Background: an optimization exercise with open tools, aiming at small area and a short achievable clock period. Do not read the settings as production practice.
Function was checked by simulation only, so behaviour that the tests miss may differ from the original.
No driver is modelled on the clock port, so clocking that relies on it looks cheaper here than on a real chip.
Power figures rest on the tool's default switching activity, not on a simulated workload.

Setup of the reference run:
## rv6_alu_top
module rv6_alu_top (
    input             clk,
    input      [63:0] a,
    input      [63:0] b,
    input      [ 6:0] opcode,
    input      [ 2:0] op,
    input             mod,
    output reg [63:0] alu_out
);
Size: roughly 2700 cells after synthesis, ~200 flip-flops, ~200 I/O pins.
export LEC_CHECK = 0
export ABC_AREA = 1
export CAP_MARGIN = 20
export CORE_MARGIN = 2
export CORE_UTILIZATION = 30
export SETUP_SLACK_MARGIN = 2
export SLEW_MARGIN = 20
create_clock -name core_clock -period 5.5 [get_ports {clk}]
standard.sh (not shown) runs the stock make flow with config.mk's settings and CLKGATE_MAP_FILE= SYNTH_SCRIPT=/design/flow/synth_recipe.tcl, a recipe that flattens the netlist after the stock synthesis.
==> flow/flow/run.sh <==
#!/bin/bash
# The standard layout, except that the port buffers are buf_1 cells
# instead of the delay buffers buffer_ports picks by itself.
set -euo pipefail
export BUFFER_PORTS_ARGS="-buffer_cell sky130_fd_sc_hd__buf_1"
bash standard.sh > standard_flow.log 2>&1
[inputs] the trial run vs the reference run
==> flow/run.sh (new file) <==
#!/bin/bash
# synth_recipe.tcl (not shown) runs the flow's synth.tcl, then flattens the netlist and writes it again
# the make line also repeats each setting of config.mk as NAME=value (left out here)
make -C /OpenROAD-flow-scripts/flow DESIGN_CONFIG=/design/flow/config.mk WORK_HOME=/design/flow/orfs CLKGATE_MAP_FILE= SYNTH_SCRIPT=/design/flow/synth_recipe.tcl finish
removed: flow/flow/run.sh
removed: flow/standard.sh
[summary]
The reference run -> the trial run: routed length per placed instance decreased slightly
The trial run against the reference run: number of standard cells in the layout, taps in and fillers out fell 14; total power grew by 3.9%; net switching share of the total power saw a decrease; placed cell area grew by 7.2%; number of vias per cell after detailed routing lower.
The trial run ended with more core occupancy in the finished layout than the reference run.
For the non-clock buffer contribution to total cell area, the trial run came in 5.2 points higher than the reference run did.


Another version of the RTL of rv6_alu_top (not shown whole).
Size in the first run: roughly 200 flip-flops, ~200 I/O pins, ~0.019 sq mm of cells after synthesis.
Design rv6_alu_top, start of the top module:
module rv6_alu_top (
    input             clk,
    input      [63:0] a,
    input      [63:0] b,
    input      [ 6:0] opcode,
    input      [ 2:0] op,
    input             mod,
    output reg [63:0] alu_out
);
    reg [63:0] a_q;
    reg [63:0] b_q;
    reg [ 6:0] opcode_q;
    reg [ 2:0] op_q;
    reg        mod_q;
    wire [63:0] alu_res;
    always @(posedge clk) begin
        a_q      <= a;
        b_q      <= b;
        opcode_q <= opcode;
        op_q     <= op;
        mod_q    <= mod;
        alu_out  <= alu_res;
    end
    alu u_alu (
        .a       (a_q      ),
        .b       (b_q      ),
        .alu_out (alu_res  ),
        .opcode  (opcode_q ),
        .op      (op_q     ),
        .mod     (mod_q    )
    );
endmodule
==> flow/config.mk <==
export PLATFORM = sky130hd
export DESIGN_NAME = rv6_alu_top
export DESIGN_NICKNAME = rv6_alu_top
export VERILOG_FILES = /design/flow/design.v
export SDC_FILE = /design/flow/constraint.sdc
export NUM_CORES = 4
export LEC_CHECK = 0
export ABC_AREA = 1
export CAP_MARGIN = 40
export CORE_MARGIN = 2
export CORE_UTILIZATION = 40
export CTS_CLUSTER_DIAMETER = 100
export CTS_CLUSTER_SIZE = 30
export SETUP_SLACK_MARGIN = 3
export SLEW_MARGIN = 40
==> flow/constraint.sdc <==
create_clock -name core_clock -period 5.5 [get_ports {clk}]
set_input_delay 1.1000 -clock core_clock [delete_from_list [all_inputs] [get_ports {clk}]]
set_output_delay 1.1000 -clock core_clock [all_outputs]
set_load 0.01 [all_outputs]
==> flow/flow/run.sh <==
#!/bin/bash
# The standard layout with two changes:
#  - the port buffers are buf_1 cells instead of the delay buffers that
#    buffer_ports picks by itself;
#  - after clock tree synthesis, flow/skew.tcl gives the result registers
#    (alu_out, the endpoint of every register-to-register path) a later
#    clock through a chain of three extra buffers, and timing repair then runs once
#    after global routing with that skew in place.
set -euo pipefail
here=$(pwd)
export BUFFER_PORTS_ARGS="-buffer_cell sky130_fd_sc_hd__buf_1"
export SKIP_CTS_REPAIR_TIMING=1
export POST_CTS_TCL="$here/flow/skew.tcl"
bash standard.sh > standard_flow.log 2>&1
==> flow/flow/skew.tcl <==
# Useful skew for the register-to-register paths: the result registers
# (alu_out) get their clock through extra buffers, later than the input
# registers, since every internal path ends at them.
# buffers from the clock tree's leaf net down to the registers; the last
# one drives the registers
set skew_cells {sky130_fd_sc_hd__clkbuf_2 sky130_fd_sc_hd__clkbuf_2 sky130_fd_sc_hd__clkbuf_8}
if { [info exists ::env(SKEW_CELLS)] } { set skew_cells $::env(SKEW_CELLS) }
set stages [llength $skew_cells]
set block [ord::get_db_block]
array set groups {}
foreach inst [$block getInsts] {
  if { [string match {alu_out*} [$inst getName]] } {
    set it [$inst findITerm CLK]
    if { $it == "NULL" } { continue }
    set net [$it getNet]
    if { $net == "NULL" } { puts "skew: [$inst getName] has no CLK net"; continue }
    lappend groups([$net getName]) $inst
  }
}
set k 0
foreach netname [array names groups] {
  set insts $groups($netname)
  set sx 0; set sy 0; set pins {}
  foreach inst $insts {
    set bb [$inst getBBox]
    set sx [expr {$sx + ([$bb xMin] + [$bb xMax]) / 2}]
    set sy [expr {$sy + ([$bb yMin] + [$bb yMax]) / 2}]
  }
  foreach pin [get_pins -of_objects [get_nets $netname]] {
    set nm [get_full_name $pin]
    if { [string match {alu_out*} $nm] && [string match {*/CLK} $nm] } { lappend pins $pin }
  }
  set n [llength $insts]
  set cx [expr {$sx / $n / 1000.0}]
  set cy [expr {$sy / $n / 1000.0}]
  set cur $netname
  for { set s 0 } { $s < $stages } { incr s } {
    insert_buffer -buffer_cell [lindex $skew_cells $s] -net [get_nets $cur] -load_pins $pins \
      -location [list $cx $cy] -buffer_name skewbuf_${k}_$s -net_name skewclk_${k}_$s
    set cur [get_full_name [get_nets -of_objects [lindex $pins 0]]]
    [$block findNet $cur] setSigType CLOCK
  }
  incr k
}
puts "skew: $k groups, $stages stages"
detailed_placement
check_placement -verbose
Change:
--- a/flow/flow/run.sh
+++ b/flow/flow/run.sh
@@ -7 +7 @@
-#    clock through a chain of three extra buffers, and timing repair then runs once
+#    clock through a chain of four extra buffers, and timing repair then runs once
--- a/flow/flow/skew.tcl
+++ b/flow/flow/skew.tcl
@@ -6 +6 @@
-set skew_cells {sky130_fd_sc_hd__clkbuf_2 sky130_fd_sc_hd__clkbuf_2 sky130_fd_sc_hd__clkbuf_8}
+set skew_cells {sky130_fd_sc_hd__clkbuf_2 sky130_fd_sc_hd__clkbuf_2 sky130_fd_sc_hd__clkbuf_2 sky130_fd_sc_hd__clkbuf_8}
CORE_UTILIZATION = 30   (was 40)
SETUP_SLACK_MARGIN = 2.9   (was 3)
Result: The new run produced a clean layout. Register-to-register slack loses 0.06 ns. Wire length went down by a little under a tenth. Die area went up by a quarter to a third. Power went up by a few percent. Worst setup slack loses 0.063 ns. Worst hold slack loses 0.040 ns. Clock power went up by a quarter to a third.

==> afterwards: timing with drivers on the ports <==
No port has a modelled driver above. Below, the same layouts with a new extraction and two added sets of constraints. Step 1, drivers: a clkbuf_16 drives clk and a buf_2 each remaining input, both assumed. Step 2, shift: input delay + t, output delay - t, t = (earliest + latest rising clock arrival at the registers) / 2. This alone moves slack from input paths to output paths. Slacks: ideal ports / drivers / drivers and shift; pairs: ideal ports / drivers.
| run | shift t [ns] | slack for setup (ns) | clock arrival spread, ns | pins driven straight from the clock port |
|---|---|---|---|---|
| the reference run | 0.619 | 2.019 / 2.019 / 2.019 | 0.034 / 0.033 | 1 |
| the trial run | 0.617 | 2.107 / 2.107 / 2.107 | 0.024 / 0.024 | 1 |
| the first run of note 2 | 0.778 | 2.952 / 2.938 / 2.952 | 0.430 / 0.430 | 1 |
| the second run of note 2 | 0.803 | 2.889 / 2.842 / 2.889 | 0.477 / 0.477 | 1 |
Clock arrivals are far apart in the first run of note 2 and the second run of note 2, so t is only a midpoint there and step 2 fits no single register.
